Context: an optimization exercise on an open-source flow, tuned for small area. The choices shown serve that exercise and are no tape-out recipe. Function was checked by simulation only, so behaviour that the tests miss may differ from the original. Power is estimated from default activity; no workload was simulated.

## flow/config.mk

```make
export PLATFORM = sky130hd
export DESIGN_NAME = multiply_matrix
export DESIGN_NICKNAME = multiply_matrix
export VERILOG_FILES = /design/flow/design.v
export SDC_FILE = /design/flow/constraint.sdc
export NUM_CORES = 8
export LEC_CHECK = 0
export CAP_MARGIN = 20
export CORE_MARGIN = 2
export CORE_UTILIZATION = 40
export CTS_BUF_LIST = sky130_fd_sc_hd__clkbuf_4 sky130_fd_sc_hd__clkbuf_8
export CTS_CLUSTER_DIAMETER = 60
export CTS_CLUSTER_SIZE = 20
export SLEW_MARGIN = 20
export SYNTH_HIERARCHICAL = 1
```

## flow/design.v

```verilog
module booth_sel
(
	input logic onen, twon, negn, nzn,
	input logic [7:0] w,
	output logic [8:0] p
);
	logic [7:0] tn;
	assign tn = w ^ {8{negn}};
	assign p[0] = ~((onen | tn[0]) & (twon | negn));
	genvar b;
	generate
		for (b = 1; b < 8; b = b + 1) begin : g_b
			assign p[b] = ~((onen | tn[b]) & (twon | tn[b-1]));
		end
	endgenerate
	assign p[8] = nzn | tn[7];
endmodule
module fa
(
	input logic a, b, ci,
	output logic s, co
);
	assign s = a ^ b ^ ci;
	assign co = (a & b) | (a & ci) | (b & ci);
endmodule
module ha
(
	input logic a, b,
	output logic s, co
);
	assign s = a ^ b;
	assign co = a & b;
endmodule
module booth_enc
(
	input logic [31:0] a,
	output logic [47:0] e,
	output logic [8:0] n
);
	integer k, i;
	logic x2, x1, x0;
	always_comb begin
		n = 9'd0;
		for (k = 0; k < 4; k = k + 1) begin
			for (i = 0; i < 4; i = i + 1) begin
				x2 = a[8*k + 2*i + 1];
				x1 = a[8*k + 2*i];
				x0 = (i == 0) ? 1'b0 : a[8*k + 2*i - 1];
				e[4*k + i] = ~(x1 ^ x0);
				e[16 + 4*k + i] = ~((x2 & ~x1 & ~x0) | (~x2 & x1 & x0));
				e[32 + 4*k + i] = ~(x2 & ~(x1 & x0));
				n = n + ({8'd0, x2 & ~(x1 & x0)} << (2*i));
			end
		end
	end
endmodule
module dot_lo
(
	input logic [15:0] onen, twon, negn, nzn,
	input logic [31:0] w,
	input logic [19:0] acc0,
	input logic [8:0] n,
	output logic [19:0] sa, sb
);
  wire [8:0] p0_0;
  booth_sel b0_0 (.onen(onen[0]), .twon(twon[0]), .negn(negn[0]), .nzn(nzn[0]), .w(w[0 +: 8]), .p(p0_0));
  wire [8:0] p0_1;
  booth_sel b0_1 (.onen(onen[1]), .twon(twon[1]), .negn(negn[1]), .nzn(nzn[1]), .w(w[0 +: 8]), .p(p0_1));
  wire [8:0] p0_2;
  booth_sel b0_2 (.onen(onen[2]), .twon(twon[2]), .negn(negn[2]), .nzn(nzn[2]), .w(w[0 +: 8]), .p(p0_2));
  wire [8:0] p0_3;
  booth_sel b0_3 (.onen(onen[3]), .twon(twon[3]), .negn(negn[3]), .nzn(nzn[3]), .w(w[0 +: 8]), .p(p0_3));
  wire [8:0] p1_0;
  booth_sel b1_0 (.onen(onen[4]), .twon(twon[4]), .negn(negn[4]), .nzn(nzn[4]), .w(w[8 +: 8]), .p(p1_0));
  wire [8:0] p1_1;
  booth_sel b1_1 (.onen(onen[5]), .twon(twon[5]), .negn(negn[5]), .nzn(nzn[5]), .w(w[8 +: 8]), .p(p1_1));
  wire [8:0] p1_2;
  booth_sel b1_2 (.onen(onen[6]), .twon(twon[6]), .negn(negn[6]), .nzn(nzn[6]), .w(w[8 +: 8]), .p(p1_2));
  wire [8:0] p1_3;
  booth_sel b1_3 (.onen(onen[7]), .twon(twon[7]), .negn(negn[7]), .nzn(nzn[7]), .w(w[8 +: 8]), .p(p1_3));
  wire [8:0] p2_0;
  booth_sel b2_0 (.onen(onen[8]), .twon(twon[8]), .negn(negn[8]), .nzn(nzn[8]), .w(w[16 +: 8]), .p(p2_0));
  wire [8:0] p2_1;
  booth_sel b2_1 (.onen(onen[9]), .twon(twon[9]), .negn(negn[9]), .nzn(nzn[9]), .w(w[16 +: 8]), .p(p2_1));
  wire [8:0] p2_2;
  booth_sel b2_2 (.onen(onen[10]), .twon(twon[10]), .negn(negn[10]), .nzn(nzn[10]), .w(w[16 +: 8]), .p(p2_2));
  wire [8:0] p2_3;
  booth_sel b2_3 (.onen(onen[11]), .twon(twon[11]), .negn(negn[11]), .nzn(nzn[11]), .w(w[16 +: 8]), .p(p2_3));
  wire [8:0] p3_0;
  booth_sel b3_0 (.onen(onen[12]), .twon(twon[12]), .negn(negn[12]), .nzn(nzn[12]), .w(w[24 +: 8]), .p(p3_0));
  wire [8:0] p3_1;
  booth_sel b3_1 (.onen(onen[13]), .twon(twon[13]), .negn(negn[13]), .nzn(nzn[13]), .w(w[24 +: 8]), .p(p3_1));
  wire [8:0] p3_2;
  booth_sel b3_2 (.onen(onen[14]), .twon(twon[14]), .negn(negn[14]), .nzn(nzn[14]), .w(w[24 +: 8]), .p(p3_2));
  wire [8:0] p3_3;
  booth_sel b3_3 (.onen(onen[15]), .twon(twon[15]), .negn(negn[15]), .nzn(nzn[15]), .w(w[24 +: 8]), .p(p3_3));
  wire i11_0 = ~p0_2[7];
  wire i12_0 = ~p0_2[8];
  wire i14_0 = ~p0_3[8];
  wire i16_0 = ~acc0[16];
  wire i18_0 = ~acc0[18];
  wire i19_0 = ~acc0[19];
  wire hs1, hc1;
  ha h1 (.a(n[4]), .b(p0_0[4]), .s(hs1), .co(hc1));
  wire s1, c1;
  fa f1 (.a(n[5]), .b(p0_0[5]), .ci(p0_1[3]), .s(s1), .co(c1));
  wire s2, c2;
  fa f2 (.a(n[6]), .b(p0_0[6]), .ci(p0_1[4]), .s(s2), .co(c2));
  wire s3, c3;
  fa f3 (.a(p0_2[2]), .b(p0_3[0]), .ci(p1_0[6]), .s(s3), .co(c3));
  wire s4, c4;
  fa f4 (.a(p1_1[4]), .b(p1_2[2]), .ci(p1_3[0]), .s(s4), .co(c4));
  wire s5, c5;
  fa f5 (.a(n[7]), .b(p0_0[7]), .ci(p0_1[5]), .s(s5), .co(c5));
  wire s6, c6;
  fa f6 (.a(p0_2[3]), .b(p0_3[1]), .ci(p1_0[7]), .s(s6), .co(c6));
  wire s7, c7;
  fa f7 (.a(p1_1[5]), .b(p1_2[3]), .ci(p1_3[1]), .s(s7), .co(c7));
  wire s8, c8;
  fa f8 (.a(p2_0[7]), .b(p2_1[5]), .ci(p2_2[3]), .s(s8), .co(c8));
  wire s9, c9;
  fa f9 (.a(n[8]), .b(p0_0[8]), .ci(p0_1[6]), .s(s9), .co(c9));
  wire s10, c10;
  fa f10 (.a(p0_2[4]), .b(p0_3[2]), .ci(p1_0[8]), .s(s10), .co(c10));
  wire s11, c11;
  fa f11 (.a(p1_1[6]), .b(p1_2[4]), .ci(p1_3[2]), .s(s11), .co(c11));
  wire s12, c12;
  fa f12 (.a(p2_0[8]), .b(p2_1[6]), .ci(p2_2[4]), .s(s12), .co(c12));
  wire hs2, hc2;
  ha h2 (.a(p2_3[2]), .b(p3_0[8]), .s(hs2), .co(hc2));
  wire s13, c13;
  fa f13 (.a(p0_1[7]), .b(p0_2[5]), .ci(p0_3[3]), .s(s13), .co(c13));
  wire s14, c14;
  fa f14 (.a(p1_1[7]), .b(p1_2[5]), .ci(p1_3[3]), .s(s14), .co(c14));
  wire hs3, hc3;
  ha h3 (.a(p2_1[7]), .b(p2_2[5]), .s(hs3), .co(hc3));
  wire s15, c15;
  fa f15 (.a(p0_1[8]), .b(p0_2[6]), .ci(p0_3[4]), .s(s15), .co(c15));
  wire hs4, hc4;
  ha h4 (.a(p1_1[8]), .b(p1_2[6]), .s(hs4), .co(hc4));
  wire hs5, hc5;
  ha h5 (.a(n[2]), .b(p0_0[2]), .s(hs5), .co(hc5));
  wire s16, c16;
  fa f16 (.a(n[3]), .b(p0_0[3]), .ci(p0_1[1]), .s(s16), .co(c16));
  wire s17, c17;
  fa f17 (.a(p0_1[2]), .b(p0_2[0]), .ci(p1_0[4]), .s(s17), .co(c17));
  wire s18, c18;
  fa f18 (.a(p1_1[2]), .b(p1_2[0]), .ci(p2_0[4]), .s(s18), .co(c18));
  wire hs6, hc6;
  ha h6 (.a(p2_1[2]), .b(p2_2[0]), .s(hs6), .co(hc6));
  wire s19, c19;
  fa f19 (.a(p0_2[1]), .b(p1_0[5]), .ci(p1_1[3]), .s(s19), .co(c19));
  wire s20, c20;
  fa f20 (.a(p1_2[1]), .b(p2_0[5]), .ci(p2_1[3]), .s(s20), .co(c20));
  wire s21, c21;
  fa f21 (.a(p2_2[1]), .b(p3_0[5]), .ci(p3_1[3]), .s(s21), .co(c21));
  wire hs7, hc7;
  ha h7 (.a(p3_2[1]), .b(hc1), .s(hs7), .co(hc7));
  wire s22, c22;
  fa f22 (.a(p2_0[6]), .b(p2_1[4]), .ci(p2_2[2]), .s(s22), .co(c22));
  wire s23, c23;
  fa f23 (.a(p2_3[0]), .b(p3_0[6]), .ci(p3_1[4]), .s(s23), .co(c23));
  wire s24, c24;
  fa f24 (.a(p3_2[2]), .b(p3_3[0]), .ci(acc0[6]), .s(s24), .co(c24));
  wire s25, c25;
  fa f25 (.a(c1), .b(s2), .ci(s3), .s(s25), .co(c25));
  wire s26, c26;
  fa f26 (.a(p2_3[1]), .b(p3_0[7]), .ci(p3_1[5]), .s(s26), .co(c26));
  wire s27, c27;
  fa f27 (.a(p3_2[3]), .b(p3_3[1]), .ci(acc0[7]), .s(s27), .co(c27));
  wire s28, c28;
  fa f28 (.a(c2), .b(c3), .ci(c4), .s(s28), .co(c28));
  wire s29, c29;
  fa f29 (.a(s5), .b(s6), .ci(s7), .s(s29), .co(c29));
  wire s30, c30;
  fa f30 (.a(p3_1[6]), .b(p3_2[4]), .ci(p3_3[2]), .s(s30), .co(c30));
  wire s31, c31;
  fa f31 (.a(hs2), .b(acc0[8]), .ci(c5), .s(s31), .co(c31));
  wire s32, c32;
  fa f32 (.a(c6), .b(c7), .ci(c8), .s(s32), .co(c32));
  wire s33, c33;
  fa f33 (.a(s10), .b(s11), .ci(s12), .s(s33), .co(c33));
  wire s34, c34;
  fa f34 (.a(p2_3[3]), .b(p3_1[7]), .ci(p3_2[5]), .s(s34), .co(c34));
  wire s35, c35;
  fa f35 (.a(p3_3[3]), .b(hc2), .ci(hs3), .s(s35), .co(c35));
  wire s36, c36;
  fa f36 (.a(acc0[9]), .b(c10), .ci(c11), .s(s36), .co(c36));
  wire s37, c37;
  fa f37 (.a(c12), .b(c9), .ci(s13), .s(s37), .co(c37));
  wire s38, c38;
  fa f38 (.a(p1_3[4]), .b(p2_1[8]), .ci(p2_2[6]), .s(s38), .co(c38));
  wire s39, c39;
  fa f39 (.a(p2_3[4]), .b(p3_1[8]), .ci(p3_2[6]), .s(s39), .co(c39));
  wire s40, c40;
  fa f40 (.a(p3_3[4]), .b(hc3), .ci(hs4), .s(s40), .co(c40));
  wire s41, c41;
  fa f41 (.a(acc0[10]), .b(c13), .ci(c14), .s(s41), .co(c41));
  wire s42, c42;
  fa f42 (.a(p0_3[5]), .b(p1_2[7]), .ci(p1_3[5]), .s(s42), .co(c42));
  wire s43, c43;
  fa f43 (.a(p2_2[7]), .b(p2_3[5]), .ci(p3_2[7]), .s(s43), .co(c43));
  wire s44, c44;
  fa f44 (.a(p3_3[5]), .b(i11_0), .ci(hc4), .s(s44), .co(c44));
  wire s45, c45;
  fa f45 (.a(p0_2[7]), .b(p0_3[6]), .ci(p1_2[8]), .s(s45), .co(c45));
  wire s46, c46;
  fa f46 (.a(p1_3[6]), .b(p2_2[8]), .ci(p2_3[6]), .s(s46), .co(c46));
  wire s47, c47;
  fa f47 (.a(p0_1[0]), .b(p1_0[2]), .ci(p1_1[0]), .s(s47), .co(c47));
  wire hs8, hc8;
  ha h8 (.a(p2_0[2]), .b(p2_1[0]), .s(hs8), .co(hc8));
  wire s48, c48;
  fa f48 (.a(p1_0[3]), .b(p1_1[1]), .ci(p2_0[3]), .s(s48), .co(c48));
  wire s49, c49;
  fa f49 (.a(p2_1[1]), .b(p3_0[3]), .ci(p3_1[1]), .s(s49), .co(c49));
  wire hs9, hc9;
  ha h9 (.a(hc5), .b(acc0[3]), .s(hs9), .co(hc9));
  wire s50, c50;
  fa f50 (.a(p3_0[4]), .b(p3_1[2]), .ci(p3_2[0]), .s(s50), .co(c50));
  wire s51, c51;
  fa f51 (.a(hs1), .b(hs6), .ci(acc0[4]), .s(s51), .co(c51));
  wire s52, c52;
  fa f52 (.a(c16), .b(s17), .ci(s18), .s(s52), .co(c52));
  wire s53, c53;
  fa f53 (.a(hc6), .b(acc0[5]), .ci(c17), .s(s53), .co(c53));
  wire s54, c54;
  fa f54 (.a(c18), .b(s1), .ci(s19), .s(s54), .co(c54));
  wire s55, c55;
  fa f55 (.a(s20), .b(s21), .ci(hs7), .s(s55), .co(c55));
  wire s56, c56;
  fa f56 (.a(c19), .b(c20), .ci(c21), .s(s56), .co(c56));
  wire s57, c57;
  fa f57 (.a(s22), .b(s23), .ci(s4), .s(s57), .co(c57));
  wire s58, c58;
  fa f58 (.a(hc7), .b(s24), .ci(s25), .s(s58), .co(c58));
  wire s59, c59;
  fa f59 (.a(c22), .b(c23), .ci(s26), .s(s59), .co(c59));
  wire s60, c60;
  fa f60 (.a(s8), .b(c24), .ci(s27), .s(s60), .co(c60));
  wire s61, c61;
  fa f61 (.a(c25), .b(s28), .ci(s29), .s(s61), .co(c61));
  wire s62, c62;
  fa f62 (.a(c26), .b(s30), .ci(s9), .s(s62), .co(c62));
  wire s63, c63;
  fa f63 (.a(c27), .b(c28), .ci(s31), .s(s63), .co(c63));
  wire s64, c64;
  fa f64 (.a(c29), .b(s32), .ci(s33), .s(s64), .co(c64));
  wire s65, c65;
  fa f65 (.a(c30), .b(s14), .ci(s34), .s(s65), .co(c65));
  wire s66, c66;
  fa f66 (.a(c31), .b(c32), .ci(s35), .s(s66), .co(c66));
  wire s67, c67;
  fa f67 (.a(c33), .b(s36), .ci(s37), .s(s67), .co(c67));
  wire s68, c68;
  fa f68 (.a(c34), .b(s15), .ci(s38), .s(s68), .co(c68));
  wire s69, c69;
  fa f69 (.a(s39), .b(c35), .ci(c36), .s(s69), .co(c69));
  wire s70, c70;
  fa f70 (.a(s40), .b(c37), .ci(s41), .s(s70), .co(c70));
  wire s71, c71;
  fa f71 (.a(acc0[11]), .b(c15), .ci(c38), .s(s71), .co(c71));
  wire s72, c72;
  fa f72 (.a(c39), .b(s42), .ci(s43), .s(s72), .co(c72));
  wire s73, c73;
  fa f73 (.a(c40), .b(s44), .ci(c41), .s(s73), .co(c73));
  wire s74, c74;
  fa f74 (.a(p3_2[8]), .b(p3_3[6]), .ci(i12_0), .s(s74), .co(c74));
  wire s75, c75;
  fa f75 (.a(acc0[12]), .b(c42), .ci(c43), .s(s75), .co(c75));
  wire s76, c76;
  fa f76 (.a(s45), .b(s46), .ci(c44), .s(s76), .co(c76));
  wire s77, c77;
  fa f77 (.a(p0_2[8]), .b(p0_3[7]), .ci(p1_3[7]), .s(s77), .co(c77));
  wire s78, c78;
  fa f78 (.a(p2_3[7]), .b(p3_3[7]), .ci(acc0[13]), .s(s78), .co(c78));
  wire hs10, hc10;
  ha h10 (.a(c45), .b(c46), .s(hs10), .co(hc10));
  wire s79, c79;
  fa f79 (.a(p1_3[8]), .b(p2_3[8]), .ci(p3_3[8]), .s(s79), .co(c79));
  wire s80, c80;
  fa f80 (.a(n[0]), .b(p0_0[0]), .ci(p1_0[0]), .s(s80), .co(c80));
  wire s81, c81;
  fa f81 (.a(n[1]), .b(p0_0[1]), .ci(p1_0[1]), .s(s81), .co(c81));
  wire hs11, hc11;
  ha h11 (.a(p2_0[1]), .b(p3_0[1]), .s(hs11), .co(hc11));
  wire s82, c82;
  fa f82 (.a(p3_0[2]), .b(p3_1[0]), .ci(hs5), .s(s82), .co(c82));
  wire s83, c83;
  fa f83 (.a(hs8), .b(acc0[2]), .ci(s47), .s(s83), .co(c83));
  wire s84, c84;
  fa f84 (.a(hc8), .b(c47), .ci(s16), .s(s84), .co(c84));
  wire s85, c85;
  fa f85 (.a(s48), .b(s49), .ci(hs9), .s(s85), .co(c85));
  wire s86, c86;
  fa f86 (.a(c48), .b(c49), .ci(s50), .s(s86), .co(c86));
  wire s87, c87;
  fa f87 (.a(hc9), .b(s51), .ci(s52), .s(s87), .co(c87));
  wire s88, c88;
  fa f88 (.a(c50), .b(c51), .ci(s53), .s(s88), .co(c88));
  wire s89, c89;
  fa f89 (.a(c52), .b(s54), .ci(s55), .s(s89), .co(c89));
  wire s90, c90;
  fa f90 (.a(c53), .b(c54), .ci(s56), .s(s90), .co(c90));
  wire s91, c91;
  fa f91 (.a(s57), .b(c55), .ci(s58), .s(s91), .co(c91));
  wire s92, c92;
  fa f92 (.a(c56), .b(c57), .ci(s59), .s(s92), .co(c92));
  wire s93, c93;
  fa f93 (.a(s60), .b(c58), .ci(s61), .s(s93), .co(c93));
  wire s94, c94;
  fa f94 (.a(c59), .b(s62), .ci(c60), .s(s94), .co(c94));
  wire s95, c95;
  fa f95 (.a(s63), .b(c61), .ci(s64), .s(s95), .co(c95));
  wire s96, c96;
  fa f96 (.a(c62), .b(s65), .ci(c63), .s(s96), .co(c96));
  wire s97, c97;
  fa f97 (.a(s66), .b(c64), .ci(s67), .s(s97), .co(c97));
  wire s98, c98;
  fa f98 (.a(c65), .b(s68), .ci(c66), .s(s98), .co(c98));
  wire s99, c99;
  fa f99 (.a(s69), .b(c67), .ci(s70), .s(s99), .co(c99));
  wire s100, c100;
  fa f100 (.a(c68), .b(s71), .ci(s72), .s(s100), .co(c100));
  wire s101, c101;
  fa f101 (.a(c69), .b(s73), .ci(c70), .s(s101), .co(c101));
  wire s102, c102;
  fa f102 (.a(s74), .b(c71), .ci(c72), .s(s102), .co(c102));
  wire s103, c103;
  fa f103 (.a(s75), .b(s76), .ci(c73), .s(s103), .co(c103));
  wire s104, c104;
  fa f104 (.a(c74), .b(s77), .ci(hs10), .s(s104), .co(c104));
  wire s105, c105;
  fa f105 (.a(s78), .b(c75), .ci(c76), .s(s105), .co(c105));
  wire s106, c106;
  fa f106 (.a(i14_0), .b(acc0[14]), .ci(c77), .s(s106), .co(c106));
  wire s107, c107;
  fa f107 (.a(s79), .b(hc10), .ci(c78), .s(s107), .co(c107));
  wire hs12, hc12;
  ha h12 (.a(p0_3[8]), .b(acc0[15]), .s(hs12), .co(hc12));
  wire hs13, hc13;
  ha h13 (.a(p2_0[0]), .b(p3_0[0]), .s(hs13), .co(hc13));
  wire s108, c108;
  fa f108 (.a(hs11), .b(acc0[1]), .ci(c80), .s(s108), .co(c108));
  wire s109, c109;
  fa f109 (.a(hc11), .b(c81), .ci(s82), .s(s109), .co(c109));
  wire s110, c110;
  fa f110 (.a(c82), .b(c83), .ci(s84), .s(s110), .co(c110));
  wire s111, c111;
  fa f111 (.a(c84), .b(s86), .ci(c85), .s(s111), .co(c111));
  wire s112, c112;
  fa f112 (.a(c86), .b(s88), .ci(c87), .s(s112), .co(c112));
  wire s113, c113;
  fa f113 (.a(c88), .b(s90), .ci(c89), .s(s113), .co(c113));
  wire s114, c114;
  fa f114 (.a(c90), .b(s92), .ci(c91), .s(s114), .co(c114));
  wire s115, c115;
  fa f115 (.a(c92), .b(s94), .ci(c93), .s(s115), .co(c115));
  wire s116, c116;
  fa f116 (.a(c94), .b(s96), .ci(c95), .s(s116), .co(c116));
  wire s117, c117;
  fa f117 (.a(c96), .b(s98), .ci(c97), .s(s117), .co(c117));
  wire s118, c118;
  fa f118 (.a(s100), .b(c98), .ci(s101), .s(s118), .co(c118));
  wire s119, c119;
  fa f119 (.a(s102), .b(c100), .ci(s103), .s(s119), .co(c119));
  wire s120, c120;
  fa f120 (.a(s104), .b(c102), .ci(s105), .s(s120), .co(c120));
  wire s121, c121;
  fa f121 (.a(s106), .b(c104), .ci(s107), .s(s121), .co(c121));
  wire s122, c122;
  fa f122 (.a(c79), .b(hs12), .ci(c106), .s(s122), .co(c122));
  wire hs14, hc14;
  ha h14 (.a(hs13), .b(acc0[0]), .s(hs14), .co(hc14));
  wire s123, c123;
  fa f123 (.a(hc13), .b(s81), .ci(s108), .s(s123), .co(c123));
  wire s124, c124;
  fa f124 (.a(c108), .b(s83), .ci(s109), .s(s124), .co(c124));
  wire s125, c125;
  fa f125 (.a(s85), .b(c109), .ci(s110), .s(s125), .co(c125));
  wire s126, c126;
  fa f126 (.a(c110), .b(s87), .ci(s111), .s(s126), .co(c126));
  wire s127, c127;
  fa f127 (.a(c111), .b(s89), .ci(s112), .s(s127), .co(c127));
  wire s128, c128;
  fa f128 (.a(c112), .b(s113), .ci(s91), .s(s128), .co(c128));
  wire s129, c129;
  fa f129 (.a(c113), .b(s93), .ci(s114), .s(s129), .co(c129));
  wire s130, c130;
  fa f130 (.a(s95), .b(c114), .ci(s115), .s(s130), .co(c130));
  wire s131, c131;
  fa f131 (.a(s97), .b(c115), .ci(s116), .s(s131), .co(c131));
  wire s132, c132;
  fa f132 (.a(s99), .b(c116), .ci(s117), .s(s132), .co(c132));
  wire s133, c133;
  fa f133 (.a(c99), .b(c117), .ci(s118), .s(s133), .co(c133));
  wire s134, c134;
  fa f134 (.a(c101), .b(s119), .ci(c118), .s(s134), .co(c134));
  wire s135, c135;
  fa f135 (.a(c103), .b(s120), .ci(c119), .s(s135), .co(c135));
  wire s136, c136;
  fa f136 (.a(c105), .b(s121), .ci(c120), .s(s136), .co(c136));
  wire s137, c137;
  fa f137 (.a(c107), .b(s122), .ci(c121), .s(s137), .co(c137));
  wire s138, c138;
  fa f138 (.a(i16_0), .b(hc12), .ci(c122), .s(s138), .co(c138));
  wire hs15, hc15;
  ha h15 (.a(acc0[16]), .b(acc0[17]), .s(hs15), .co(hc15));
  assign sa = {acc0[18], hc15, c138, c137, c136, c135, c134, c133, c132, c131, c130, c129, c128, c127, c126, c125, c124, c123, hc14, hs14};
  assign sb = {i19_0, i18_0, hs15, s138, s137, s136, s135, s134, s133, s132, s131, s130, s129, s128, s127, s126, s125, s124, s123, s80};
endmodule
module dot_hi
(
	input logic [15:0] onen, twon, negn, nzn,
	input logic [31:0] w,
	input logic [19:0] acc0,
	input logic [19:0] acc1,
	input logic [8:0] n,
	output logic [19:0] sa, sb
);
  wire [8:0] p0_0;
  booth_sel b0_0 (.onen(onen[0]), .twon(twon[0]), .negn(negn[0]), .nzn(nzn[0]), .w(w[0 +: 8]), .p(p0_0));
  wire [8:0] p0_1;
  booth_sel b0_1 (.onen(onen[1]), .twon(twon[1]), .negn(negn[1]), .nzn(nzn[1]), .w(w[0 +: 8]), .p(p0_1));
  wire [8:0] p0_2;
  booth_sel b0_2 (.onen(onen[2]), .twon(twon[2]), .negn(negn[2]), .nzn(nzn[2]), .w(w[0 +: 8]), .p(p0_2));
  wire [8:0] p0_3;
  booth_sel b0_3 (.onen(onen[3]), .twon(twon[3]), .negn(negn[3]), .nzn(nzn[3]), .w(w[0 +: 8]), .p(p0_3));
  wire [8:0] p1_0;
  booth_sel b1_0 (.onen(onen[4]), .twon(twon[4]), .negn(negn[4]), .nzn(nzn[4]), .w(w[8 +: 8]), .p(p1_0));
  wire [8:0] p1_1;
  booth_sel b1_1 (.onen(onen[5]), .twon(twon[5]), .negn(negn[5]), .nzn(nzn[5]), .w(w[8 +: 8]), .p(p1_1));
  wire [8:0] p1_2;
  booth_sel b1_2 (.onen(onen[6]), .twon(twon[6]), .negn(negn[6]), .nzn(nzn[6]), .w(w[8 +: 8]), .p(p1_2));
  wire [8:0] p1_3;
  booth_sel b1_3 (.onen(onen[7]), .twon(twon[7]), .negn(negn[7]), .nzn(nzn[7]), .w(w[8 +: 8]), .p(p1_3));
  wire [8:0] p2_0;
  booth_sel b2_0 (.onen(onen[8]), .twon(twon[8]), .negn(negn[8]), .nzn(nzn[8]), .w(w[16 +: 8]), .p(p2_0));
  wire [8:0] p2_1;
  booth_sel b2_1 (.onen(onen[9]), .twon(twon[9]), .negn(negn[9]), .nzn(nzn[9]), .w(w[16 +: 8]), .p(p2_1));
  wire [8:0] p2_2;
  booth_sel b2_2 (.onen(onen[10]), .twon(twon[10]), .negn(negn[10]), .nzn(nzn[10]), .w(w[16 +: 8]), .p(p2_2));
  wire [8:0] p2_3;
  booth_sel b2_3 (.onen(onen[11]), .twon(twon[11]), .negn(negn[11]), .nzn(nzn[11]), .w(w[16 +: 8]), .p(p2_3));
  wire [8:0] p3_0;
  booth_sel b3_0 (.onen(onen[12]), .twon(twon[12]), .negn(negn[12]), .nzn(nzn[12]), .w(w[24 +: 8]), .p(p3_0));
  wire [8:0] p3_1;
  booth_sel b3_1 (.onen(onen[13]), .twon(twon[13]), .negn(negn[13]), .nzn(nzn[13]), .w(w[24 +: 8]), .p(p3_1));
  wire [8:0] p3_2;
  booth_sel b3_2 (.onen(onen[14]), .twon(twon[14]), .negn(negn[14]), .nzn(nzn[14]), .w(w[24 +: 8]), .p(p3_2));
  wire [8:0] p3_3;
  booth_sel b3_3 (.onen(onen[15]), .twon(twon[15]), .negn(negn[15]), .nzn(nzn[15]), .w(w[24 +: 8]), .p(p3_3));
  wire s1, c1;
  fa f1 (.a(acc0[4]), .b(acc1[4]), .ci(n[4]), .s(s1), .co(c1));
  wire s2, c2;
  fa f2 (.a(acc0[5]), .b(acc1[5]), .ci(n[5]), .s(s2), .co(c2));
  wire hs1, hc1;
  ha h1 (.a(p0_0[5]), .b(p0_1[3]), .s(hs1), .co(hc1));
  wire s3, c3;
  fa f3 (.a(acc0[6]), .b(acc1[6]), .ci(n[6]), .s(s3), .co(c3));
  wire s4, c4;
  fa f4 (.a(p0_0[6]), .b(p0_1[4]), .ci(p0_2[2]), .s(s4), .co(c4));
  wire s5, c5;
  fa f5 (.a(p0_3[0]), .b(p1_0[6]), .ci(p1_1[4]), .s(s5), .co(c5));
  wire s6, c6;
  fa f6 (.a(p1_2[2]), .b(p1_3[0]), .ci(p2_0[6]), .s(s6), .co(c6));
  wire s7, c7;
  fa f7 (.a(acc0[7]), .b(acc1[7]), .ci(n[7]), .s(s7), .co(c7));
  wire s8, c8;
  fa f8 (.a(p0_0[7]), .b(p0_1[5]), .ci(p0_2[3]), .s(s8), .co(c8));
  wire s9, c9;
  fa f9 (.a(p0_3[1]), .b(p1_0[7]), .ci(p1_1[5]), .s(s9), .co(c9));
  wire s10, c10;
  fa f10 (.a(p1_2[3]), .b(p1_3[1]), .ci(p2_0[7]), .s(s10), .co(c10));
  wire s11, c11;
  fa f11 (.a(p2_1[5]), .b(p2_2[3]), .ci(p2_3[1]), .s(s11), .co(c11));
  wire s12, c12;
  fa f12 (.a(acc0[8]), .b(acc1[8]), .ci(n[8]), .s(s12), .co(c12));
  wire s13, c13;
  fa f13 (.a(p0_0[8]), .b(p0_1[6]), .ci(p0_2[4]), .s(s13), .co(c13));
  wire s14, c14;
  fa f14 (.a(p0_3[2]), .b(p1_0[8]), .ci(p1_1[6]), .s(s14), .co(c14));
  wire s15, c15;
  fa f15 (.a(p1_2[4]), .b(p1_3[2]), .ci(p2_0[8]), .s(s15), .co(c15));
  wire s16, c16;
  fa f16 (.a(p2_1[6]), .b(p2_2[4]), .ci(p2_3[2]), .s(s16), .co(c16));
  wire hs2, hc2;
  ha h2 (.a(p3_0[8]), .b(p3_1[6]), .s(hs2), .co(hc2));
  wire s17, c17;
  fa f17 (.a(acc0[9]), .b(acc1[9]), .ci(p0_1[7]), .s(s17), .co(c17));
  wire s18, c18;
  fa f18 (.a(p0_2[5]), .b(p0_3[3]), .ci(p1_1[7]), .s(s18), .co(c18));
  wire s19, c19;
  fa f19 (.a(p1_2[5]), .b(p1_3[3]), .ci(p2_1[7]), .s(s19), .co(c19));
  wire hs3, hc3;
  ha h3 (.a(p2_2[5]), .b(p2_3[3]), .s(hs3), .co(hc3));
  wire s20, c20;
  fa f20 (.a(acc0[10]), .b(acc1[10]), .ci(p0_1[8]), .s(s20), .co(c20));
  wire s21, c21;
  fa f21 (.a(p0_2[6]), .b(p0_3[4]), .ci(p1_1[8]), .s(s21), .co(c21));
  wire hs4, hc4;
  ha h4 (.a(p1_2[6]), .b(p1_3[4]), .s(hs4), .co(hc4));
  wire s22, c22;
  fa f22 (.a(acc0[2]), .b(acc1[2]), .ci(n[2]), .s(s22), .co(c22));
  wire s23, c23;
  fa f23 (.a(acc0[3]), .b(acc1[3]), .ci(n[3]), .s(s23), .co(c23));
  wire hs5, hc5;
  ha h5 (.a(p0_0[3]), .b(p0_1[1]), .s(hs5), .co(hc5));
  wire s24, c24;
  fa f24 (.a(p0_0[4]), .b(p0_1[2]), .ci(p0_2[0]), .s(s24), .co(c24));
  wire s25, c25;
  fa f25 (.a(p1_0[4]), .b(p1_1[2]), .ci(p1_2[0]), .s(s25), .co(c25));
  wire s26, c26;
  fa f26 (.a(p2_0[4]), .b(p2_1[2]), .ci(p2_2[0]), .s(s26), .co(c26));
  wire s27, c27;
  fa f27 (.a(p0_2[1]), .b(p1_0[5]), .ci(p1_1[3]), .s(s27), .co(c27));
  wire s28, c28;
  fa f28 (.a(p1_2[1]), .b(p2_0[5]), .ci(p2_1[3]), .s(s28), .co(c28));
  wire s29, c29;
  fa f29 (.a(p2_2[1]), .b(p3_0[5]), .ci(p3_1[3]), .s(s29), .co(c29));
  wire hs6, hc6;
  ha h6 (.a(p3_2[1]), .b(c1), .s(hs6), .co(hc6));
  wire s30, c30;
  fa f30 (.a(p2_1[4]), .b(p2_2[2]), .ci(p2_3[0]), .s(s30), .co(c30));
  wire s31, c31;
  fa f31 (.a(p3_0[6]), .b(p3_1[4]), .ci(p3_2[2]), .s(s31), .co(c31));
  wire s32, c32;
  fa f32 (.a(p3_3[0]), .b(c2), .ci(s3), .s(s32), .co(c32));
  wire s33, c33;
  fa f33 (.a(hc1), .b(s4), .ci(s5), .s(s33), .co(c33));
  wire s34, c34;
  fa f34 (.a(p3_0[7]), .b(p3_1[5]), .ci(p3_2[3]), .s(s34), .co(c34));
  wire s35, c35;
  fa f35 (.a(p3_3[1]), .b(c3), .ci(s7), .s(s35), .co(c35));
  wire s36, c36;
  fa f36 (.a(c4), .b(c5), .ci(c6), .s(s36), .co(c36));
  wire s37, c37;
  fa f37 (.a(s10), .b(s11), .ci(s8), .s(s37), .co(c37));
  wire s38, c38;
  fa f38 (.a(p3_2[4]), .b(p3_3[2]), .ci(c7), .s(s38), .co(c38));
  wire s39, c39;
  fa f39 (.a(s12), .b(hs2), .ci(c10), .s(s39), .co(c39));
  wire s40, c40;
  fa f40 (.a(c11), .b(c8), .ci(c9), .s(s40), .co(c40));
  wire s41, c41;
  fa f41 (.a(s13), .b(s14), .ci(s15), .s(s41), .co(c41));
  wire s42, c42;
  fa f42 (.a(p3_1[7]), .b(p3_2[5]), .ci(p3_3[3]), .s(s42), .co(c42));
  wire s43, c43;
  fa f43 (.a(c12), .b(hc2), .ci(hs3), .s(s43), .co(c43));
  wire s44, c44;
  fa f44 (.a(c13), .b(c14), .ci(c15), .s(s44), .co(c44));
  wire s45, c45;
  fa f45 (.a(c16), .b(s17), .ci(s18), .s(s45), .co(c45));
  wire s46, c46;
  fa f46 (.a(p2_1[8]), .b(p2_2[6]), .ci(p2_3[4]), .s(s46), .co(c46));
  wire s47, c47;
  fa f47 (.a(p3_1[8]), .b(p3_2[6]), .ci(p3_3[4]), .s(s47), .co(c47));
  wire s48, c48;
  fa f48 (.a(hc3), .b(hs4), .ci(c17), .s(s48), .co(c48));
  wire s49, c49;
  fa f49 (.a(c18), .b(c19), .ci(s20), .s(s49), .co(c49));
  wire s50, c50;
  fa f50 (.a(acc0[11]), .b(acc1[11]), .ci(p0_2[7]), .s(s50), .co(c50));
  wire s51, c51;
  fa f51 (.a(p0_3[5]), .b(p1_2[7]), .ci(p1_3[5]), .s(s51), .co(c51));
  wire s52, c52;
  fa f52 (.a(p2_2[7]), .b(p2_3[5]), .ci(p3_2[7]), .s(s52), .co(c52));
  wire s53, c53;
  fa f53 (.a(p3_3[5]), .b(hc4), .ci(c20), .s(s53), .co(c53));
  wire s54, c54;
  fa f54 (.a(acc0[12]), .b(acc1[12]), .ci(p0_2[8]), .s(s54), .co(c54));
  wire s55, c55;
  fa f55 (.a(p0_3[6]), .b(p1_2[8]), .ci(p1_3[6]), .s(s55), .co(c55));
  wire hs7, hc7;
  ha h7 (.a(p2_2[8]), .b(p2_3[6]), .s(hs7), .co(hc7));
  wire hs8, hc8;
  ha h8 (.a(acc0[0]), .b(acc1[0]), .s(hs8), .co(hc8));
  wire s56, c56;
  fa f56 (.a(acc0[1]), .b(acc1[1]), .ci(n[1]), .s(s56), .co(c56));
  wire s57, c57;
  fa f57 (.a(p0_0[2]), .b(p0_1[0]), .ci(p1_0[2]), .s(s57), .co(c57));
  wire s58, c58;
  fa f58 (.a(p1_1[0]), .b(p2_0[2]), .ci(p2_1[0]), .s(s58), .co(c58));
  wire s59, c59;
  fa f59 (.a(p1_0[3]), .b(p1_1[1]), .ci(p2_0[3]), .s(s59), .co(c59));
  wire s60, c60;
  fa f60 (.a(p2_1[1]), .b(p3_0[3]), .ci(p3_1[1]), .s(s60), .co(c60));
  wire hs9, hc9;
  ha h9 (.a(c22), .b(s23), .s(hs9), .co(hc9));
  wire s61, c61;
  fa f61 (.a(p3_0[4]), .b(p3_1[2]), .ci(p3_2[0]), .s(s61), .co(c61));
  wire s62, c62;
  fa f62 (.a(c23), .b(s1), .ci(hc5), .s(s62), .co(c62));
  wire s63, c63;
  fa f63 (.a(s24), .b(s25), .ci(s26), .s(s63), .co(c63));
  wire s64, c64;
  fa f64 (.a(s2), .b(hs1), .ci(hs6), .s(s64), .co(c64));
  wire s65, c65;
  fa f65 (.a(c24), .b(c25), .ci(c26), .s(s65), .co(c65));
  wire s66, c66;
  fa f66 (.a(s27), .b(s28), .ci(s29), .s(s66), .co(c66));
  wire s67, c67;
  fa f67 (.a(hc6), .b(c27), .ci(c28), .s(s67), .co(c67));
  wire s68, c68;
  fa f68 (.a(c29), .b(s30), .ci(s31), .s(s68), .co(c68));
  wire s69, c69;
  fa f69 (.a(s6), .b(s32), .ci(s33), .s(s69), .co(c69));
  wire s70, c70;
  fa f70 (.a(c30), .b(c31), .ci(s34), .s(s70), .co(c70));
  wire s71, c71;
  fa f71 (.a(s9), .b(c32), .ci(s35), .s(s71), .co(c71));
  wire s72, c72;
  fa f72 (.a(c33), .b(s36), .ci(s37), .s(s72), .co(c72));
  wire s73, c73;
  fa f73 (.a(c34), .b(s16), .ci(s38), .s(s73), .co(c73));
  wire s74, c74;
  fa f74 (.a(c35), .b(c36), .ci(s39), .s(s74), .co(c74));
  wire s75, c75;
  fa f75 (.a(c37), .b(s40), .ci(s41), .s(s75), .co(c75));
  wire s76, c76;
  fa f76 (.a(c38), .b(s19), .ci(s42), .s(s76), .co(c76));
  wire s77, c77;
  fa f77 (.a(c39), .b(c40), .ci(s43), .s(s77), .co(c77));
  wire s78, c78;
  fa f78 (.a(c41), .b(s44), .ci(s45), .s(s78), .co(c78));
  wire s79, c79;
  fa f79 (.a(c42), .b(s21), .ci(s46), .s(s79), .co(c79));
  wire s80, c80;
  fa f80 (.a(s47), .b(c43), .ci(c44), .s(s80), .co(c80));
  wire s81, c81;
  fa f81 (.a(s48), .b(c45), .ci(s49), .s(s81), .co(c81));
  wire s82, c82;
  fa f82 (.a(c21), .b(c46), .ci(c47), .s(s82), .co(c82));
  wire s83, c83;
  fa f83 (.a(s50), .b(s51), .ci(s52), .s(s83), .co(c83));
  wire s84, c84;
  fa f84 (.a(c48), .b(c49), .ci(s53), .s(s84), .co(c84));
  wire s85, c85;
  fa f85 (.a(p3_2[8]), .b(p3_3[6]), .ci(hs7), .s(s85), .co(c85));
  wire s86, c86;
  fa f86 (.a(c50), .b(c51), .ci(c52), .s(s86), .co(c86));
  wire s87, c87;
  fa f87 (.a(s54), .b(s55), .ci(c53), .s(s87), .co(c87));
  wire s88, c88;
  fa f88 (.a(acc0[13]), .b(acc1[13]), .ci(p0_3[7]), .s(s88), .co(c88));
  wire s89, c89;
  fa f89 (.a(p1_3[7]), .b(p2_3[7]), .ci(p3_3[7]), .s(s89), .co(c89));
  wire s90, c90;
  fa f90 (.a(hc7), .b(c54), .ci(c55), .s(s90), .co(c90));
  wire s91, c91;
  fa f91 (.a(acc0[14]), .b(acc1[14]), .ci(p0_3[8]), .s(s91), .co(c91));
  wire hs10, hc10;
  ha h10 (.a(p1_3[8]), .b(p2_3[8]), .s(hs10), .co(hc10));
  wire s92, c92;
  fa f92 (.a(n[0]), .b(hs8), .ci(p0_0[0]), .s(s92), .co(c92));
  wire s93, c93;
  fa f93 (.a(hc8), .b(p0_0[1]), .ci(p1_0[1]), .s(s93), .co(c93));
  wire hs11, hc11;
  ha h11 (.a(p2_0[1]), .b(p3_0[1]), .s(hs11), .co(hc11));
  wire s94, c94;
  fa f94 (.a(p3_0[2]), .b(p3_1[0]), .ci(c56), .s(s94), .co(c94));
  wire s95, c95;
  fa f95 (.a(s22), .b(s57), .ci(s58), .s(s95), .co(c95));
  wire s96, c96;
  fa f96 (.a(hs5), .b(c57), .ci(c58), .s(s96), .co(c96));
  wire s97, c97;
  fa f97 (.a(hs9), .b(s59), .ci(s60), .s(s97), .co(c97));
  wire s98, c98;
  fa f98 (.a(c59), .b(c60), .ci(hc9), .s(s98), .co(c98));
  wire s99, c99;
  fa f99 (.a(s61), .b(s62), .ci(s63), .s(s99), .co(c99));
  wire s100, c100;
  fa f100 (.a(c61), .b(c62), .ci(s64), .s(s100), .co(c100));
  wire s101, c101;
  fa f101 (.a(c63), .b(s65), .ci(s66), .s(s101), .co(c101));
  wire s102, c102;
  fa f102 (.a(c64), .b(c65), .ci(c66), .s(s102), .co(c102));
  wire s103, c103;
  fa f103 (.a(s67), .b(s68), .ci(s69), .s(s103), .co(c103));
  wire s104, c104;
  fa f104 (.a(c67), .b(c68), .ci(s70), .s(s104), .co(c104));
  wire s105, c105;
  fa f105 (.a(s71), .b(c69), .ci(s72), .s(s105), .co(c105));
  wire s106, c106;
  fa f106 (.a(c70), .b(c71), .ci(s73), .s(s106), .co(c106));
  wire s107, c107;
  fa f107 (.a(s74), .b(c72), .ci(s75), .s(s107), .co(c107));
  wire s108, c108;
  fa f108 (.a(c73), .b(s76), .ci(c74), .s(s108), .co(c108));
  wire s109, c109;
  fa f109 (.a(s77), .b(c75), .ci(s78), .s(s109), .co(c109));
  wire s110, c110;
  fa f110 (.a(c76), .b(s79), .ci(c77), .s(s110), .co(c110));
  wire s111, c111;
  fa f111 (.a(s80), .b(c78), .ci(s81), .s(s111), .co(c111));
  wire s112, c112;
  fa f112 (.a(c79), .b(s82), .ci(s83), .s(s112), .co(c112));
  wire s113, c113;
  fa f113 (.a(c80), .b(c81), .ci(s84), .s(s113), .co(c113));
  wire s114, c114;
  fa f114 (.a(s85), .b(c82), .ci(c83), .s(s114), .co(c114));
  wire s115, c115;
  fa f115 (.a(s86), .b(c84), .ci(s87), .s(s115), .co(c115));
  wire s116, c116;
  fa f116 (.a(s88), .b(s89), .ci(c85), .s(s116), .co(c116));
  wire s117, c117;
  fa f117 (.a(c86), .b(s90), .ci(c87), .s(s117), .co(c117));
  wire s118, c118;
  fa f118 (.a(p3_3[8]), .b(hs10), .ci(c88), .s(s118), .co(c118));
  wire s119, c119;
  fa f119 (.a(c89), .b(s91), .ci(c90), .s(s119), .co(c119));
  wire s120, c120;
  fa f120 (.a(acc0[15]), .b(acc1[15]), .ci(hc10), .s(s120), .co(c120));
  wire hs12, hc12;
  ha h12 (.a(p1_0[0]), .b(p2_0[0]), .s(hs12), .co(hc12));
  wire s121, c121;
  fa f121 (.a(s56), .b(hs11), .ci(c92), .s(s121), .co(c121));
  wire s122, c122;
  fa f122 (.a(hc11), .b(c93), .ci(s94), .s(s122), .co(c122));
  wire s123, c123;
  fa f123 (.a(c94), .b(c95), .ci(s96), .s(s123), .co(c123));
  wire s124, c124;
  fa f124 (.a(c96), .b(c97), .ci(s98), .s(s124), .co(c124));
  wire s125, c125;
  fa f125 (.a(c98), .b(s100), .ci(c99), .s(s125), .co(c125));
  wire s126, c126;
  fa f126 (.a(c100), .b(s102), .ci(c101), .s(s126), .co(c126));
  wire s127, c127;
  fa f127 (.a(c102), .b(s104), .ci(c103), .s(s127), .co(c127));
  wire s128, c128;
  fa f128 (.a(c104), .b(s106), .ci(c105), .s(s128), .co(c128));
  wire s129, c129;
  fa f129 (.a(c106), .b(s108), .ci(c107), .s(s129), .co(c129));
  wire s130, c130;
  fa f130 (.a(c108), .b(s110), .ci(c109), .s(s130), .co(c130));
  wire s131, c131;
  fa f131 (.a(s112), .b(c110), .ci(c111), .s(s131), .co(c131));
  wire s132, c132;
  fa f132 (.a(s114), .b(c112), .ci(c113), .s(s132), .co(c132));
  wire s133, c133;
  fa f133 (.a(s116), .b(c114), .ci(c115), .s(s133), .co(c133));
  wire s134, c134;
  fa f134 (.a(s118), .b(c116), .ci(s119), .s(s134), .co(c134));
  wire s135, c135;
  fa f135 (.a(c91), .b(s120), .ci(c118), .s(s135), .co(c135));
  wire hs13, hc13;
  ha h13 (.a(acc0[16]), .b(acc1[16]), .s(hs13), .co(hc13));
  wire hs14, hc14;
  ha h14 (.a(p3_0[0]), .b(hs12), .s(hs14), .co(hc14));
  wire s136, c136;
  fa f136 (.a(hc12), .b(s93), .ci(s121), .s(s136), .co(c136));
  wire s137, c137;
  fa f137 (.a(c121), .b(s122), .ci(s95), .s(s137), .co(c137));
  wire s138, c138;
  fa f138 (.a(c122), .b(s97), .ci(s123), .s(s138), .co(c138));
  wire s139, c139;
  fa f139 (.a(c123), .b(s124), .ci(s99), .s(s139), .co(c139));
  wire s140, c140;
  fa f140 (.a(c124), .b(s101), .ci(s125), .s(s140), .co(c140));
  wire s141, c141;
  fa f141 (.a(c125), .b(s126), .ci(s103), .s(s141), .co(c141));
  wire s142, c142;
  fa f142 (.a(c126), .b(s105), .ci(s127), .s(s142), .co(c142));
  wire s143, c143;
  fa f143 (.a(s107), .b(c127), .ci(s128), .s(s143), .co(c143));
  wire s144, c144;
  fa f144 (.a(s109), .b(c128), .ci(s129), .s(s144), .co(c144));
  wire s145, c145;
  fa f145 (.a(s111), .b(c129), .ci(s130), .s(s145), .co(c145));
  wire s146, c146;
  fa f146 (.a(s113), .b(c130), .ci(s131), .s(s146), .co(c146));
  wire s147, c147;
  fa f147 (.a(s115), .b(c131), .ci(s132), .s(s147), .co(c147));
  wire s148, c148;
  fa f148 (.a(s117), .b(s133), .ci(c132), .s(s148), .co(c148));
  wire s149, c149;
  fa f149 (.a(c117), .b(s134), .ci(c133), .s(s149), .co(c149));
  wire s150, c150;
  fa f150 (.a(c119), .b(s135), .ci(c134), .s(s150), .co(c150));
  wire s151, c151;
  fa f151 (.a(hs13), .b(c120), .ci(c135), .s(s151), .co(c151));
  wire s152, c152;
  fa f152 (.a(acc0[17]), .b(acc1[17]), .ci(hc13), .s(s152), .co(c152));
  wire hs15, hc15;
  ha h15 (.a(acc0[18]), .b(acc1[18]), .s(hs15), .co(hc15));
  wire hs16, hc16;
  ha h16 (.a(acc0[19]), .b(acc1[19]), .s(hs16), .co(hc16));
  assign sa = {hc15, c152, c151, c150, c149, c148, c147, c146, c145, c144, c143, c142, c141, c140, c139, c138, c137, c136, hc14, hs14};
  assign sb = {hs16, hs15, s152, s151, s150, s149, s148, s147, s146, s145, s144, s143, s142, s141, s140, s139, s138, s137, s136, s92};
endmodule
module cpa20
(
	input logic [19:0] a, b,
	output logic [19:0] s
);
  wire [19:0] r, g;
  ha h0 (.a(a[0]), .b(b[0]), .s(r[0]), .co(g[0]));
  fa f1 (.a(a[1]), .b(b[1]), .ci(g[0]), .s(r[1]), .co(g[1]));
  fa f2 (.a(a[2]), .b(b[2]), .ci(g[1]), .s(r[2]), .co(g[2]));
  fa f3 (.a(a[3]), .b(b[3]), .ci(g[2]), .s(r[3]), .co(g[3]));
  fa f4 (.a(a[4]), .b(b[4]), .ci(g[3]), .s(r[4]), .co(g[4]));
  fa f5 (.a(a[5]), .b(b[5]), .ci(g[4]), .s(r[5]), .co(g[5]));
  fa f6 (.a(a[6]), .b(b[6]), .ci(g[5]), .s(r[6]), .co(g[6]));
  assign s[6:0] = r[6:0];
  wire c1 = g[6];
  ha h7 (.a(a[7]), .b(b[7]), .s(r[7]), .co(g[7]));
  fa f8 (.a(a[8]), .b(b[8]), .ci(g[7]), .s(r[8]), .co(g[8]));
  fa f9 (.a(a[9]), .b(b[9]), .ci(g[8]), .s(r[9]), .co(g[9]));
  fa f10 (.a(a[10]), .b(b[10]), .ci(g[9]), .s(r[10]), .co(g[10]));
  fa f11 (.a(a[11]), .b(b[11]), .ci(g[10]), .s(r[11]), .co(g[11]));
  fa f12 (.a(a[12]), .b(b[12]), .ci(g[11]), .s(r[12]), .co(g[12]));
  fa f13 (.a(a[13]), .b(b[13]), .ci(g[12]), .s(r[13]), .co(g[13]));
  wire [7:0] p1;
  assign p1[0] = 1'b1;
  assign p1[1] = p1[0] & r[7];
  assign s[7] = r[7] ^ (c1 & p1[0]);
  assign p1[2] = p1[1] & r[8];
  assign s[8] = r[8] ^ (c1 & p1[1]);
  assign p1[3] = p1[2] & r[9];
  assign s[9] = r[9] ^ (c1 & p1[2]);
  assign p1[4] = p1[3] & r[10];
  assign s[10] = r[10] ^ (c1 & p1[3]);
  assign p1[5] = p1[4] & r[11];
  assign s[11] = r[11] ^ (c1 & p1[4]);
  assign p1[6] = p1[5] & r[12];
  assign s[12] = r[12] ^ (c1 & p1[5]);
  assign p1[7] = p1[6] & r[13];
  assign s[13] = r[13] ^ (c1 & p1[6]);
  wire c2 = g[13] | (c1 & p1[7]);
  ha h14 (.a(a[14]), .b(b[14]), .s(r[14]), .co(g[14]));
  fa f15 (.a(a[15]), .b(b[15]), .ci(g[14]), .s(r[15]), .co(g[15]));
  fa f16 (.a(a[16]), .b(b[16]), .ci(g[15]), .s(r[16]), .co(g[16]));
  fa f17 (.a(a[17]), .b(b[17]), .ci(g[16]), .s(r[17]), .co(g[17]));
  fa f18 (.a(a[18]), .b(b[18]), .ci(g[17]), .s(r[18]), .co(g[18]));
  fa f19 (.a(a[19]), .b(b[19]), .ci(g[18]), .s(r[19]), .co(g[19]));
  wire [6:0] p2;
  assign p2[0] = 1'b1;
  assign p2[1] = p2[0] & r[14];
  assign s[14] = r[14] ^ (c2 & p2[0]);
  assign p2[2] = p2[1] & r[15];
  assign s[15] = r[15] ^ (c2 & p2[1]);
  assign p2[3] = p2[2] & r[16];
  assign s[16] = r[16] ^ (c2 & p2[2]);
  assign p2[4] = p2[3] & r[17];
  assign s[17] = r[17] ^ (c2 & p2[3]);
  assign p2[5] = p2[4] & r[18];
  assign s[18] = r[18] ^ (c2 & p2[4]);
  assign p2[6] = p2[5] & r[19];
  assign s[19] = r[19] ^ (c2 & p2[5]);
  wire c3 = g[19] | (c2 & p2[6]);
endmodule
module multiply_matrix
(
    input clk,
    input load,
	input load_w,
	input [159:0] c,
    input [63:0] a,
	input [63:0] b,
    output logic [159:0] out
);
	logic [63:0] w [0:7];
	logic [63:0] a1;
	logic [31:0] a2;
	logic [47:0] e2, e3;
	logic [8:0] n2, n3;
	logic [159:0] s0a, s0b, s1a, s1b;
	logic [159:0] s [2:7];
	logic [47:0] e_lo, e_hi;
	logic [8:0] n_lo, n_hi;
	booth_enc enc_lo (.a(a1[31:0]), .e(e_lo), .n(n_lo));
	booth_enc enc_hi (.a(a2), .e(e_hi), .n(n_hi));
	logic [15:0] nzn2, nzn3;
	assign nzn2 = e2[15:0] & e2[31:16];
	assign nzn3 = e3[15:0] & e3[31:16];
	logic [159:0] t0a, t0b, t1a, t1b, sum;
	genvar j;
	generate
		for (j = 0; j < 8; j = j + 1) begin : g_dot
			dot_lo dl (.onen(e2[15:0]), .twon(e2[31:16]), .negn(e2[47:32]), .nzn(nzn2), .w(w[j][31:0]),
				.acc0(c[20*j +: 20]), .n(n2), .sa(t0a[20*j +: 20]), .sb(t0b[20*j +: 20]));
			dot_hi dh (.onen(e3[15:0]), .twon(e3[31:16]), .negn(e3[47:32]), .nzn(nzn3), .w(w[j][63:32]),
				.acc0(s0a[20*j +: 20]), .acc1(s0b[20*j +: 20]), .n(n3),
				.sa(t1a[20*j +: 20]), .sb(t1b[20*j +: 20]));
			cpa20 ad (.a(s1a[20*j +: 20]), .b(s1b[20*j +: 20]), .s(sum[20*j +: 20]));
		end
	endgenerate
	integer i;
	always @(posedge clk) begin
		if (load_w) begin
			w[0] <= b;
			for (i = 1; i < 8; i = i + 1)
				w[i] <= w[i-1];
		end
		if (load) begin
			a1 <= a;
			e2 <= e_lo;
			n2 <= n_lo;
			a2 <= a1[63:32];
			e3 <= e_hi;
			n3 <= n_hi;
			s0a <= t0a;
			s0b <= t0b;
			s1a <= t1a;
			s1b <= t1b;
			s[2] <= sum;
			for (i = 3; i < 8; i = i + 1)
				s[i] <= s[i-1];
		end
	end
	assign out = s[7];
endmodule
```

## flow/run.sh

```bash
#!/bin/bash
# synth_recipe.tcl (not shown) runs the flow's synth.tcl, then flattens the netlist and writes it again
# the make line also repeats each setting of config.mk as NAME=value (left out here)
make -C /OpenROAD-flow-scripts/flow DESIGN_CONFIG=/design/flow/config.mk WORK_HOME=/design/flow/orfs CLKGATE_MAP_FILE= SYNTH_SCRIPT=/design/flow/synth_recipe.tcl finish
```

## flow/constraint.sdc

```tcl
create_clock -name core_clock -period 5.0 [get_ports {clk}]
set_input_delay 1.0000 -clock core_clock [delete_from_list [all_inputs] [get_ports {clk}]]
set_output_delay 1.0000 -clock core_clock [all_outputs]
set_load 0.01 [all_outputs]
```

==> run summary, run 1 <==
outcome=timing/DRC/antenna clean; die width=653 um; via/cell ratio=5.86; Die Y=653 um; # clock sinks=2,322; Antenna Nets Post-Route=0; switching power=0.0647 W; synthesized flop and latch total=2,322; Critical Path Slowest Stage Cell=fa_1; worst endpoint required time=5.90 ns; dpl ws=0.104 ns; power per cell area=808 mW/mm2; crit path time final=4.85 ns; starting density of the core=40.2%; nets@finish=14,260; DRC viols=0; peak supply drop=0.759 mV; Top cell by count, worst path=fa_1; Hold Path Class=input pin to flip-flop; Final Cycle Share=96.9%; YS warnings=12; deepest clock path buffer count=4; CP Max Fanout=53; Mapped Avg Cell Area=14.7 um2; Final Util=43.4%; fin. max-slew vios=0; vias in the first global route=104,041; Cell Area, Synth=0.169 mm2; TritonCTS clock tree=yes; CP Capture Type=flip-flop; clock root cell=clkbuf_8; Sw Share=44.0%; Fmax=0.206 GHz; Layout area overhead=8.10%; Core Area=0.420 mm2; DRT Wirelength=611 mm; Cell Int Power=0.0825 W; DP HPWL=468 mm; Hold-fix buffers, CTS=0; share of cells above drive strength 1=8.98%; Clock Power Share=10.8%; Ports=451; share of power burned in registers=26.8%; CP Cell Sequence=buf_12 > xor2_1 > o22ai_1 > fa_1 > fa_1 > fa_1 > fa_1 > fa_1 > fa_1; antenna violations before repair=49; Mapped Cells=11,440; row count=238; setup slack after layout=0.154 ns; Vias=99,532; Fin Setup TNS=0 ns; Unique masters post-synth=30; GRT overflow=0; routability cong.=1.01; DRT Pass-1 Iters=6; Placed Cells=16,414; TritonCTS buffer count=279; Worst setup SP type=flip-flop; Setup-failing EPs final=0; unrepaired setup endpoints after global routing=false; max cap viols=0; Crit path max-delay family=adder cells; DIE AREA=0.427 mm2; Final Hold Viols=0; Slew HR=30.6%; Port Buf Inserts=450; largest net degree at the start of global routing=156; combinational share of power=62.4%; Crit Path Class=flip-flop to flip-flop; DRT iter0 DRCs=12,486; Finished Layout Cells=16,998; Slew @ Worst Pin=1.04 ns; Worst-path clk slew=0.10 ns; total leakage power=66.2 nW; post-synthesis sequential area ratio=41.4%; first-pass GRT wire length=845 mm; clk latency of the worst-skew pair=1.20 ns; Synth Net Count=14,525; data arrival time of the critical path=5.75 ns; Worst Path Buf+Inv=1; WL per Instance=35.9 um; GRT Overall Usage=28.5%; H-tree depth=5; Setup Skew=0.113 ns; crit-path max cell delay=0.65 ns
metrics by stage:
step	total power (W)	hold WS, ns	area (um2)
after floorplan	0.129	0.400	169000
after global placement	0.128	0.401	175000
after detailed placement	0.131	0.405	175000
after CTS	0.147	0.262	182000
after global routing	0.159	0.298	182000
final	0.147	0.348	182000
sequential cells by signal, summed over array words and instances, names as in the netlist:
name,count
e2,48
a1,64
a2,32
s0b,160
s1b,160
s0a,160
n2,9
n3,9
s,960
e3,48
w,512
s1a,160
per-module statistics from Yosys, one instance, submodules excluded:
module | area, um2 | copies in the design
booth_enc | 873 | 2
booth_sel | 145 | 256
cpa20 | 279 | 8
dot_hi | 300 | 8
dot_lo | 323 | 8
fa | 20.0 | 2456
ha | 12.5 | 272
multiply_matrix | 69900 | 1
synthesized netlist by cell type (all sizes together):
cell type | number | share of area [%]
nand3 | 12 | 0.036
o211ai | 2 | 0.0089
nand4b | 2 | 0.010
a21oi | 34 | 0.15
a31o | 2 | 0.010
ha | 330 | 2.4
and2 | 32 | 0.12
nor2b | 18 | 0.067
xnor2 | 28 | 0.15
nand2 | 58 | 0.13
or2 | 256 | 0.95
o22ai | 2048 | 7.6
a31oi | 4 | 0.015
edfxtp | 2322 | 41
o21ai | 2 | 0.0059
o221ai | 2 | 0.010
buf | 1464 | 5.9
nand4 | 8 | 0.030
xor2 | 2116 | 11
fa | 2464 | 29
and3 | 8 | 0.036
nand2b | 10 | 0.037
nor3b | 18 | 0.13
nor2 | 60 | 0.13
and4 | 16 | 0.11
inv | 124 | 0.28
path summary, 6_finish.rpt:
path | end | startpoint | slack [ns] | cells past startpoint
hold / removal | a1[14] | a[14] | 0.35 | 1
hold reg to reg | s[4][20] | s[3][20] | 0.36 | 0
setup reg to reg | s0b[67] | e2[33] | 0.15 | 9
setup / recovery | s0b[67] | e2[33] | 0.15 | 9
worst reg2reg max path: cells and delay by family (launching register included):
family / cells / cell delay [ns]
buf+inv: 1 / 0.37
xor+xnor: 1 / 0.54
flops: 1 / 0.41
compound gates: 1 / 0.17
fa+ha+maj: 6 / 3.07
cell usage in the layout, fill, tap and decap left out, types with 16 or more instances in the layout:
| cell | n |
|---|---|
| a21oi_1 | 26 |
| and2_1 | 30 |
| and4_4 | 16 |
| buf_12 | 155 |
| buf_4 | 312 |
| clkbuf_8 | 287 |
| clkdlybuf4s50_1 | 448 |
| clkinv_2 | 18 |
| clkinv_4 | 17 |
| clkinv_8 | 33 |
| clkinvlp_4 | 21 |
| diode_2 | 73 |
| edfxtp_1 | 2322 |
| fa_1 | 2464 |
| ha_1 | 330 |
| inv_1 | 124 |
| inv_6 | 40 |
| inv_8 | 43 |
| nand2_1 | 58 |
| nor2_1 | 60 |
| nor2b_1 | 18 |
| nor3b_2 | 16 |
| o22ai_1 | 2048 |
| or2_1 | 256 |
| xnor2_1 | 28 |
| xor2_1 | 2115 |
cell families after synthesis:
kind of cell               Yosys count  synth area share [%]
adders and majority gates         2794                  31.7
DFF                               2322                  41.4
xor gates and xnor gates          2144                  11.1
AOI/OAI and AO/OA                 2094                  7.80
buffers and inverters             1588                  6.22
and+or+nand+nor                    498                  1.78
final cells by class:
type / instances / area [um2]
diodes: 73 / 183
clock buffers: 294 / 4000
clock inverters: 217 / 2590
fillers: 37562 / 238000
inverters: 124 / 465
multi-input cells: 7530 / 88400
flip-flops and latches: 2322 / 69700
well taps: 5520 / 6910
repair buffers: 918 / 9990
power by group through the flow:
stage	Combinational (W)	Clock (W)	Sequential, W
after CTS	0.0913	0.0165	0.0394
after floorplan	0.0907	0	0.0383
after detailed placement	0.0910	0	0.0399
after global routing	0.102	0.0171	0.0399
after global placement	0.0888	0	0.0397
final	0.0919	0.0159	0.0395
per-layer routing:
layer  vias up  part of all wire (%)  track usage (%)  wire length [um]
li1      39673                     -                -                 -
met4         8                   4.5             11.6             27400
met5         -                0.0084           0.0340                51
met2      6435                    42             40.5            258000
met1     52297                    42             39.9            254000
met3      1119                    12             9.66             71700
timing repair:
action                                  in CTS  in global routing
setup buffers                                0                  0
endpoints found under the setup margin       0                  3
resized for setup                            0                  1
==> run 2, diff against run 1 <==
--- a/flow/config.mk
+++ b/flow/config.mk
@@ -8,8 +8,5 @@
 export CAP_MARGIN = 20
 export CORE_MARGIN = 2
 export CORE_UTILIZATION = 40
-export CTS_BUF_LIST = sky130_fd_sc_hd__clkbuf_4 sky130_fd_sc_hd__clkbuf_8
-export CTS_CLUSTER_DIAMETER = 60
-export CTS_CLUSTER_SIZE = 20
 export SLEW_MARGIN = 20
 export SYNTH_HIERARCHICAL = 1
==> run summary, run 2 <==
outcome=timing/DRC/antenna clean; DRC viols=0 (unchanged); Synth Net Count=14,525 (unchanged); area leader, netlist=edfxtp_1; DRT iter0 DRCs=12,226 (-2.1%); Setup Skew=0.0552 ns (-0.0575 ns); GRT overflow=0 (unchanged); routability cong.=1.01 (unchanged); DIE AREA=0.427 mm2 (unchanged); top cells by count, synth=2,464 x fa_1, 2,322 x edfxtp_1, 2,116 x xor2_1; DRT Pass-1 Iters=6 (unchanged); die width=653 um (unchanged); starting density of the core=40.2% (unchanged); nets@finish=14,262 (+0.014%); worst endpoint required time=5.67 ns (-0.23 ns); Reg2Reg Depth=9 (unchanged); most flop-heavy register=s; TritonCTS clock tree=yes; most frequent cell after synthesis=fa_1; antenna violations before repair=49 (unchanged); vias in the first global route=104,255 (+0.21%); H-tree depth=5 (unchanged); post-synthesis sequential area ratio=41.4% (unchanged); unrepaired setup endpoints after global routing=false; via/cell ratio=5.86 (about the same); Die Y=653 um (unchanged); max cap viols=0 (unchanged); Hold Path Class=flip-flop to flip-flop; CP Cell Sequence=buf_12 > xor2_1 > o22ai_1 > fa_1 > fa_1 > fa_1 > fa_1 > fa_1 > fa_1; first-pass GRT wire length=847 mm (+0.28%); Port Buf Inserts=450 (unchanged); Placed Cells=16,414 (unchanged); Top cell by count, worst path=fa_1; Final Util=44.0% (+0.62 points); Hold Crit Depth=0 (-1); Slew @ Worst Pin=1.05 ns (+0.00768 ns); clk latency of the worst-skew pair=0.95 ns (-0.25 ns); Core Area=0.420 mm2 (unchanged); most frequent cells in the layout=2,464 x fa_1, 2,322 x edfxtp_1, 2,115 x xor2_1; DP HPWL=468 mm (unchanged); Ports=451 (unchanged); deepest clock path buffer count=4 (unchanged); Finished Layout Cells=16,972 (-0.15%); Crit Path Class=flip-flop to flip-flop; share of cells above drive strength 1=8.20% (-0.78 points); Mapped Cells=11,440 (unchanged); dpl ws=0.104 ns (unchanged); setup bufs post-CTS=0 (unchanged); TritonCTS buffer count=281 (+0.72%); crit-path max cell delay=0.60 ns (-0.05 ns); Setup-failing EPs final=0 (unchanged); overall power=0.152 W (+3.4%); Multi-input gate area=0.0884 mm2 (unchanged); synthesized flop and latch total=2,322 (unchanged); # clock sinks=2,322 (unchanged); Cell Area, Synth=0.169 mm2 (unchanged); fin. max-slew vios=0 (unchanged); Final Cycle Share=96.5% (-0.39 points); most common cell after layout, fill and taps aside=fa_1; WL per Instance=36.0 um (+0.33%); # fillers=37,268 (-0.78%); Post-synth EDFFs=2,322 (unchanged); setup slack after layout=0.174 ns (+0.0195 ns); Unique masters post-synth=30 (unchanged); data arrival time of the critical path=5.50 ns (-0.25 ns); Layout area overhead=9.65%; Worst-path clk slew=0.06 ns (-0.04 ns); Antenna Nets Post-Route=0 (unchanged); CP Capture Type=flip-flop; largest net degree at the start of global routing=156 (unchanged); Worst setup SP type=flip-flop; largest cells by area after synthesis=edfxtp_1 41%, fa_1 29%, xor2_1 11%; Final Hold Viols=0 (unchanged); crit path time final=4.83 ns (-0.0195 ns); clock root cell=clkbuf_16; row count=238 (unchanged); Vias=99,455 (-0.077%); Mapped Avg Cell Area=14.7 um2 (unchanged); max reg flops=960 (unchanged); YS warnings=12 (unchanged); DRT Wirelength=612 mm (+0.17%); Largest regs=s: 960 flops, w: 512 flops; GRT Overall Usage=28.6% (+0.069 points); Critical Path Slowest Stage Cell=xor2_1; Primary FF master, synth=edfxtp_1; Slew HR=30.1% (-0.51 points); Yosys top cell area share=41.4% (unchanged); CP Max Fanout=30 (-43%); total leakage power=67.4 nW (+1.8%); Register Area=0.0697 mm2 (unchanged); Fmax=0.207 GHz (+0.40%); Fin Setup TNS=0 ns (unchanged); power per cell area=824 mW/mm2 (+1.9%); ys async rst share=0% (unchanged); peak supply drop=0.755 mV (-0.46%)
==> run 2: where the power goes <==
part	internal (W)	total, W	switching [W]
Clock	0.0121	0.0208	0.00873
Combinational	0.0399	0.0919	0.0520
Sequential	0.0358	0.0395	0.00374
Total	0.0878	0.152	0.0645
==> run 2: per-module statistics from Yosys, one instance, submodules excluded <==
module	times used	cells	cell area (um2)
booth_enc	2	139	873
booth_sel	256	20	145
cpa20	8	34	279
dot_hi	8	40	300
dot_lo	8	46	323
fa	2456	1	20.0
ha	272	1	12.5
multiply_matrix	1	2354	69900
==> run 2: metal layers <==
metal  global-route usage, %  routed length, um  vias up
met2                    40.6             255000     6164
met4                    11.9              30700       24
met1                    40.0             256000    52396
met3                    9.58              69600     1175
li1                        -                  -    39696
met5                  0.0679                184        -
==> run 2: repair_timing <==
item | in CTS | in global routing
hold buffers | 0 | 0
endpoints found under the setup margin | 0 | 2
resized for setup | 0 | 1
==> run 2: through the flow <==
step                      hold slack [ns]  instance area (um2)
final                               0.394               185000
after global routing                0.402               185000
after floorplan                     0.400               169000
after CTS                           0.396               185000
after detailed placement            0.405               175000
after global placement              0.401               175000
==> run 2: layout make-up <==
cell class	count	share of cell area, %
antenna	62	0.0839
clock buffer	318	3.95
clock inverter	178	1.05
inverter	124	0.252
multi-input combinational	7530	47.8
sequential	2322	37.7
tap	5520	3.74
timing repair buffer	918	5.40
==> run 2: worst paths after layout <==
check	from	endpoint	slack (ns)
worst max-delay path	e2[37]	s0b[49]	0.17
worst min-delay path	s[2][65]	s[3][65]	0.39
worst min register to register	s[2][65]	s[3][65]	0.39
worst max register to register	e2[37]	s0b[49]	0.17
==> run 2: cells by family after synthesis <==
| kind of cell | count (synthesis) | share of synthesized area, % |
|---|---|---|
| XOR/XNOR | 2144 | 11.1 |
| buffers and inverters | 1588 | 6.22 |
| adder cells (fa/ha/maj) | 2794 | 31.7 |
| AO/OA/AOI/OAI | 2094 | 7.80 |
| flip-flops | 2322 | 41.4 |
| AND/OR/NAND/NOR | 498 | 1.78 |
==> run 2: critical path: cells and delay by family, from the launching register on <==
kind / cells / cell delay [ns]
buffers and inverters: 1 / 0.27
xor gates and xnor gates: 1 / 0.60
adders and majority gates: 6 / 3.01
DFF: 1 / 0.40
AOI/OAI and AO/OA: 1 / 0.21

-- re-timing with driven ports --
The results above use ideal ports. As a check the final layouts listed here were re-extracted and re-timed, cells and wires unchanged. Step 1, drivers: a clkbuf_16 drives clk and a buf_2 each remaining input, both assumed. Step 2 times the ports against the registers' clock, not the clock port: input delays grow and output delays shrink by t, the midpoint of the rising clock arrivals with the driver on. Three values: ideal, step 1, step 2; two values: the first two.
run | shift t [ns] | setup slack, ns
run 1 | 1.233 | 0.154 / 0.154 / 0.154
run 2 | 1.044 | 0.174 / 0.174 / 0.174
After both steps setup and hold are still met in every run listed.
